From an optimization exercise on the open Yosys and OpenROAD flow, aimed at small area; shortcuts taken in it are not production practice.
The RTL was checked by simulation tests, not by an equivalence proof against the original design.

==> flow/design.v, too long to show whole: its modules and the start of the top module <==
// module fadd: 4 lines
// module pgp: 4 lines
// module xnr: 3 lines
// module nnd: 3 lines
// module caoi: 3 lines
// module coai: 3 lines
// module incb: 3 lines
// module cgen: 3 lines
// module top_module: 16060 lines
module top_module #(parameter N = 31, M = 31) (
  input signed [N:0] a, input signed [N:0] b, input signed [N:0] p, input signed [N:0] q,
  input clk, input rst, rst1,
  output signed [N:0] af, output signed [N:0] bf, output signed [N:0] pf, output signed [N:0] qf,
  output [M:0] output_angle_vec, output [M:0] output_angle_rot);
  // ...
==> flow/flow/run.sh <==
#!/bin/bash
# Own flow: the standard layout (standard.sh, unchanged synthesis and steps), with
#  - port buffers made from the smallest buffer cell instead of clkdlybuf4s50_1, and
#  - the clock tree built without dummy loads and with larger leaf clusters.
# Every ORFS step writes its full log under orfs/logs/; this script's own output goes to
# run_flow.log in the work folder.
set -euo pipefail
exec > >(tee -a run_flow.log) 2>&1
export BUFFER_PORTS_ARGS="-buffer_cell sky130_fd_sc_hd__buf_1"
export CTS_ARGS="-sink_clustering_enable -repair_clock_nets -dont_use_dummy_load -buf_list sky130_fd_sc_hd__clkbuf_16 -sink_clustering_size 24 -sink_clustering_max_diameter 80"
bash standard.sh
==> flow/standard.sh <==
#!/bin/bash
# synth_recipe.tcl (not shown) runs the flow's synth.tcl, then flattens the netlist and writes it again
# the make line also repeats each setting of config.mk as NAME=value (left out here)
make -C /OpenROAD-flow-scripts/flow DESIGN_CONFIG=/design/flow/config.mk WORK_HOME=/design/flow/orfs CLKGATE_MAP_FILE= SYNTH_SCRIPT=/design/flow/synth_recipe.tcl "${@:-finish}"
==> flow/config.mk <==
export PLATFORM = sky130hd
export DESIGN_NAME = top_module
export DESIGN_NICKNAME = top_module
export VERILOG_FILES = /design/flow/design.v
export SDC_FILE = /design/flow/constraint.sdc
export NUM_CORES = 4
export LEC_CHECK = 0
export CAP_MARGIN = 20
export CORE_MARGIN = 2
export CORE_UTILIZATION = 40
export GPL_TIMING_DRIVEN = 0
export PLACE_DENSITY = 0.6
export SLEW_MARGIN = 20
export SYNTH_HIERARCHICAL = 1
==> flow/constraint.sdc <==
create_clock -name core_clock -period 8.0 [get_ports {clk}]
set_input_delay 1.6000 -clock core_clock [delete_from_list [all_inputs] [get_ports {clk}]]
set_output_delay 1.6000 -clock core_clock [all_outputs]
set_load 0.01 [all_outputs]
==> metrics.md, run 1 <==
| Metric | Value |
|---|---|
| Status | `no timing/DRC/antenna violations` |
| Clock-cell share | `0.0222` |
| HPWL after detailed placement | `295000 um` |
| Synth Flop Type | `dfxtp_1` |
| Antenna violations before repair | `15` |
| Multi-input gate area | `104000 sq um` |
| # port buffers | `320` |
| Syn Inst Count | `~15000` |
| Post-synth EDFFs | `0` |
| Max_slew headroom | `0.273` |
| Worst path max stage delay | `approximately 530 ps` |
| Clk_skew | `between 100 and 150 ps` |
| Final Hold Fails | `0` |
| Post-layout util | `0.459` |
| Rows | `about 230` |
| Tapcells | `roughly 5200` |
| M1 GR Usage | `0.237` |
| CTS Sinks | `around 2700` |
| Crit path max fanout | `6` |
| Critical Path End | `rot_y2[31]$_DFF_P_` |
| Buffer and inverter count on the worst path | `7` |
| Most common cell in the netlist | `xor2_1` |
| Hold buffer count at cts | `0` |
| Hold path endpoint | `vec_d12[6]$_DFF_P_` |
| Multi-input combinational area share | `0.573` |
| Net count, final | `roughly 19000` |
| RSZ-0062 raised after global routing | `true` |
| Max_cap viols | `0` |
| Routed WL per cell | `about 18 um` |
| Largest net degree at the start of global routing | `32` |
| Simple-Gate Fraction of Synth Area | `0.0413` |
| Fill cell count | `between 30000 and 40000` |
| Most frequent cells in the layout | `xor2_1, dfxtp_1, xnor2_1` |
==> inputs of run 2 (changes only) <==
--- a/flow/config.mk
+++ b/flow/config.mk
@@ -9,5 +9,4 @@
 export CORE_MARGIN = 2
 export CORE_UTILIZATION = 40
-export GPL_TIMING_DRIVEN = 0
 export PLACE_DENSITY = 0.6
 export SLEW_MARGIN = 20
==> run 2 against run 1 <==
Non-clock buffer count rose by 127. Clock skew fell by 19 ps. Still clean on timing, DRC and antenna. Via count fell by 0.90%. Die area did not move. Register-to-register slack improved by 190 ps. Clock-buffer cell count rose by 4.
==> metrics.md, run 2 <==
| Metric | Value |
|---|---|
| CTS Buf Count | `165 (was 161)` |
| Post-synth ARST share | `0 (unchanged)` |
| CP arrival | `8330 ps (was 8610 ps)` |
| HPWL after detailed placement | `293000 um (was 295000 um)` |
| CTS tree | `done (unchanged)` |
| Vias in the first global route | `102000 (was 101000)` |
| Worst slack at placement | `-374 ps (was -2360 ps)` |
| Commonest non-fill, non-tap cell in the layout | `xor2_1 (unchanged)` |
| Min cycle time layout | `7580 ps (was 7770 ps)` |
| Worst-case clock buffer depth | `4 (unchanged)` |
| Final Setup Violations | `0 (unchanged)` |
| Antenna violations before repair | `8 (was 15)` |
| Share of layout cells above drive strength 1 | `0.173 (was 0.183)` |
| Synth Area in XOR/XNOR | `0.282 (unchanged)` |
| Root Buffer Master | `clkbuf_16 (unchanged)` |
| Routed WL per cell | `16.5 um (was 17.8 um)` |
| Final Hold Fails | `0 (unchanged)` |
| Drt drc | `0 (unchanged)` |
| Layout Cells excl Fill | `21900 (was 21700)` |
| Crit path kind | `flop to flop (unchanged)` |
| Crit path max fanout | `5 (was 6)` |
| Worst r2r path cells | `32 (was 49)` |
| Mapped Area | `159000 sq um (unchanged)` |
| Max_slew headroom | `0.316 (was 0.273)` |
| # port buffers | `320 (unchanged)` |
| First-pass GRT wire length | `563000 um (was 582000 um)` |
| Iter 0 DRT Violations | `3545 (was 3974)` |
| Die Span X | `634 um (unchanged)` |
| R2R Setup Slk | `420 ps (was 230 ps)` |
| Routed vias/inst | `4.64 (was 4.72)` |
| Top post-synthesis cells by count | `xor2_1, dfxtp_1, xnor2_1, ha_1, nand2_1 (unchanged)` |
| Top-area cell type share of the netlist area | `0.344 (unchanged)` |
| Gr usage total | `0.177 (was 0.186)` |
| Rows | `231 (unchanged)` |
| Simple-Gate Fraction of Synth Area | `0.0413 (unchanged)` |
| Yosys warnings | `7 (unchanged)` |
| RD Place Congestion | `0.855 (was 0.937)` |
| Synth top area cells | `dfxtp_1, xor2_1, ha_1 (unchanged)` |
| Placed cell count | `21600 (was 20900)` |
| Seq/Total Area, Yosys | `0.344 (unchanged)` |
| Remaining antenna violation count | `0 (unchanged)` |
| Hold buffer count at cts | `0 (unchanged)` |
| CTS Sinks | `2725 (unchanged)` |
| Critical R2R Capture | `angv_r[26]$_SDFF_PP0_ (was rot_y2[31]$_DFF_P_)` |
| Top Ports | `323 (unchanged)` |
| Main combinational cell family by area after synthesis | `XOR/XNOR gates (unchanged)` |
| Synth Flop Type | `dfxtp_1 (unchanged)` |
| Hold Path Stages | `0 (unchanged)` |
| Area leader, netlist | `dfxtp_1 (unchanged)` |
| Status | `no timing/DRC/antenna violations (unchanged)` |
| Area Growth Syn to Fin | `13.3% (was 14.3%)` |
| CP dominant cell by count | `ha_1` |
| Worst Setup Start Kind | `flop (unchanged)` |
| Beginning of the worst hold path | `vec_d6[0]$_DFF_P_ (was vec_d11[6]$_DFF_P_)` |
| Syn Inst Count | `15300 (unchanged)` |
| Max Transition Viols Final | `0 (unchanged)` |
| Final wirelength | `361000 um (was 386000 um)` |
| Fraction of the mapped netlist area in compound gates | `0.118 (unchanged)` |
| Largest net degree at the start of global routing | `92 (was 32)` |
| Hold Crit Class | `flop to flop (unchanged)` |
| Clk_skew | `85.1 ps (was 104 ps)` |
| Clock latency on the worst-skew pair | `920 ps (was 930 ps)` |
| Worst hold margin | `268 ps (was 282 ps)` |
| Total Die Area | `402000 sq um (unchanged)` |
| Initial core utilization | `0.402 (unchanged)` |
| Core area | `395000 sq um (unchanged)` |
| CP Data Required Time | `8740 ps (was 8830 ps)` |
| Slew @ Worst Pin | `1020 ps (was 1080 ps)` |
| Hold path endpoint | `vec_d7[0]$_DFF_P_ (was vec_d12[6]$_DFF_P_)` |
| Net count, final | `18900 (was 18800)` |
| Synth Area per Inst | `10.4 sq um (unchanged)` |
| Critical path capture point type | `flop (unchanged)` |
| Flops & latches, synth | `2725 (unchanged)` |
| Die height | `634 um (unchanged)` |
| CP Launch Point | `vec_d15[12]$_DFF_P_ (was rot_d1[0]$_DFF_P_)` |
| Final Cycle Share | `0.948 (was 0.972)` |
| Final WS setup | `416 ps (was 227 ps)` |
| Critical-path top delay cell | `dfxtp_1 (was nor3_4)` |
| Most common cell in the netlist | `xor2_1 (unchanged)` |
| Fmax | `132 MHz (was 129 MHz)` |
| Worst r2r src | `vec_d15[12]$_DFF_P_ (was rot_d1[0]$_DFF_P_)` |
| CTS HTree Levels | `4 (unchanged)` |
| Max_cap viols | `0 (unchanged)` |
| Post-synth EDFFs | `0 (unchanged)` |
| RSZ-0062 raised after global routing | `true (unchanged)` |
| Clk slew on worst S/H paths | `90 ps (about the same)` |
| Vias | `102000 (about the same)` |
| Mux cell area share after synthesis | `0.000567 (unchanged)` |
| Fill cell count | `37400 (was 37100)` |
| Drt first pass iters | `5 (was 7)` |
| Worst path max stage delay | `540 ps (was 530 ps)` |
| Most frequent cells in the layout | `xor2_1, dfxtp_1, xnor2_1 (unchanged)` |
| Global route overflow | `0 (unchanged)` |
| Synth Area in Adders | `0.191 (unchanged)` |
| Post-synth cell types | `59 (unchanged)` |
[run 2: cell counts after synthesis]
No cell type changed its count.
[run 2: per-stage QoR]
step	setup TNS [ps]	utilization	area, sq um
2_1_floorplan	0	-	159000
3_3_place_gp	-1300	0.440	174000
3_5_place_dp	-1190	0.440	174000
4_1_cts	0	0.450	178000
5_1_grt	-864	0.455	180000
6_report	0	0.455	180000
[run 2: logic make-up after synthesis]
family,Yosys count
AO/OA/AOI/OAI,2732
XOR/XNOR,5094
adder cells (fa/ha/maj),2177
buffers and inverters,884
flip-flops,2725
multiplexers,9
other,2
AND/OR/NAND/NOR,1628
[run 2: Yosys stat by module, one instance, submodules excluded]
| module | flops+latches | cell area, sq um | times used | cells inside |
|---|---|---|---|---|
| caoi | 0 | 8.76 | 1191 | 1 |
| nnd | 0 | 3.75 | 1117 | 1 |
| coai | 0 | 5.00 | 1117 | 1 |
| xnr | 0 | 8.76 | 1170 | 1 |
| fadd | 0 | 20.0 | 419 | 1 |
| pgp | 0 | 12.5 | 1199 | 1 |
| top_module | 2725 | 105000 | 1 | 9038 |
[run 2: how the worst max path moves through the flow]
stage	to	slack (ps)	cells past startpoint
after CTS	rot_x4[31]$_DFF_P_	6	43
final	angv_r[26]$_SDFF_PP0_	420	32
after floorplan	rot_y15[31]$_DFF_P_	40	41
after global routing	rot_y2[31]$_DFF_P_	-110	46
after detailed placement	rot_y2[31]$_DFF_P_	-370	46
after global placement	rot_y2[31]$_DFF_P_	-450	46
[run 2: cell type report]
cell class	count	area, sq um	share of cell area
Antenna cell	29	72.6	0.000403
Clock buffer	165	4130	0.0229
Inverter	620	2330	0.0129
Multi-Input combinational cell	11700	102000	0.568
Sequential cell	2725	54600	0.303
Tap cell	5242	6560	0.0365
Timing Repair Buffer	1430	9990	0.0555
[run 2: worst max-delay path: cells and delay by family, from the launching register on]
family	cells	cell delay [ps]
flops	1	540
compound gates	10	1410
fa+ha+maj	17	4890
xor+xnor	1	90
buf+inv	3	180
simple gates	1	310
[run 2: routing by layer]
layer,routed length (um),vias up,global-route usage,share of wire
met5,0,-,0,0
met2,177000,941,0.318,0.49
met4,10300,0,0.0486,0.028
met3,9260,393,0.0162,0.026
met1,165000,47200,0.225,0.46
li1,-,53000,-,-
[run 2: what timing repair did]
action	4_1_cts	5_1_grt
buffers inserted	1	58
gates resized for setup	19	355
endpoints found under the setup margin	11	160
cloned	0	1
pin swaps	1	130

port drivers added, routing unchanged:
How much do the figures lean on ideal ports? The routed layouts below were timed once more, with nothing changed but the port constraints. Step 1 (the two cells are an assumption about what drives the block):
set clk [get_ports {clk}]
set_driving_cell -lib_cell sky130_fd_sc_hd__clkbuf_16 $clk
set_driving_cell -lib_cell sky130_fd_sc_hd__buf_2 [delete_from_list [all_inputs] $clk]
Step 2 moves the port delays by t, midway between the first and last clock arrival at a register: inputs arrive t later, outputs are due t later. That takes back most of the time a late clock gives input paths. Three values: no drivers, after step 1, after step 2; two values: the first two.
| run | shift t [ns] | slack for setup (ns) | worst hold slack (ns) | clock arrival spread, ns | cell pins on the clock port's net |
|---|---|---|---|---|---|
| run 1 | 0.968 | 0.227 / 0.227 / -0.527 | 0.282 / 0.282 / 0.282 | 0.145 / 0.145 | 1 |
| run 2 | 0.972 | 0.416 / 0.416 / -0.169 | 0.268 / 0.268 / 0.268 | 0.111 / 0.111 | 1 |
With both steps, setup timing fails in run 1 and run 2, where it was met with ideal ports. For run 1, which loses most, drivers alone change the setup slack by 0.000 ns; drivers and shift together by -0.754 ns.
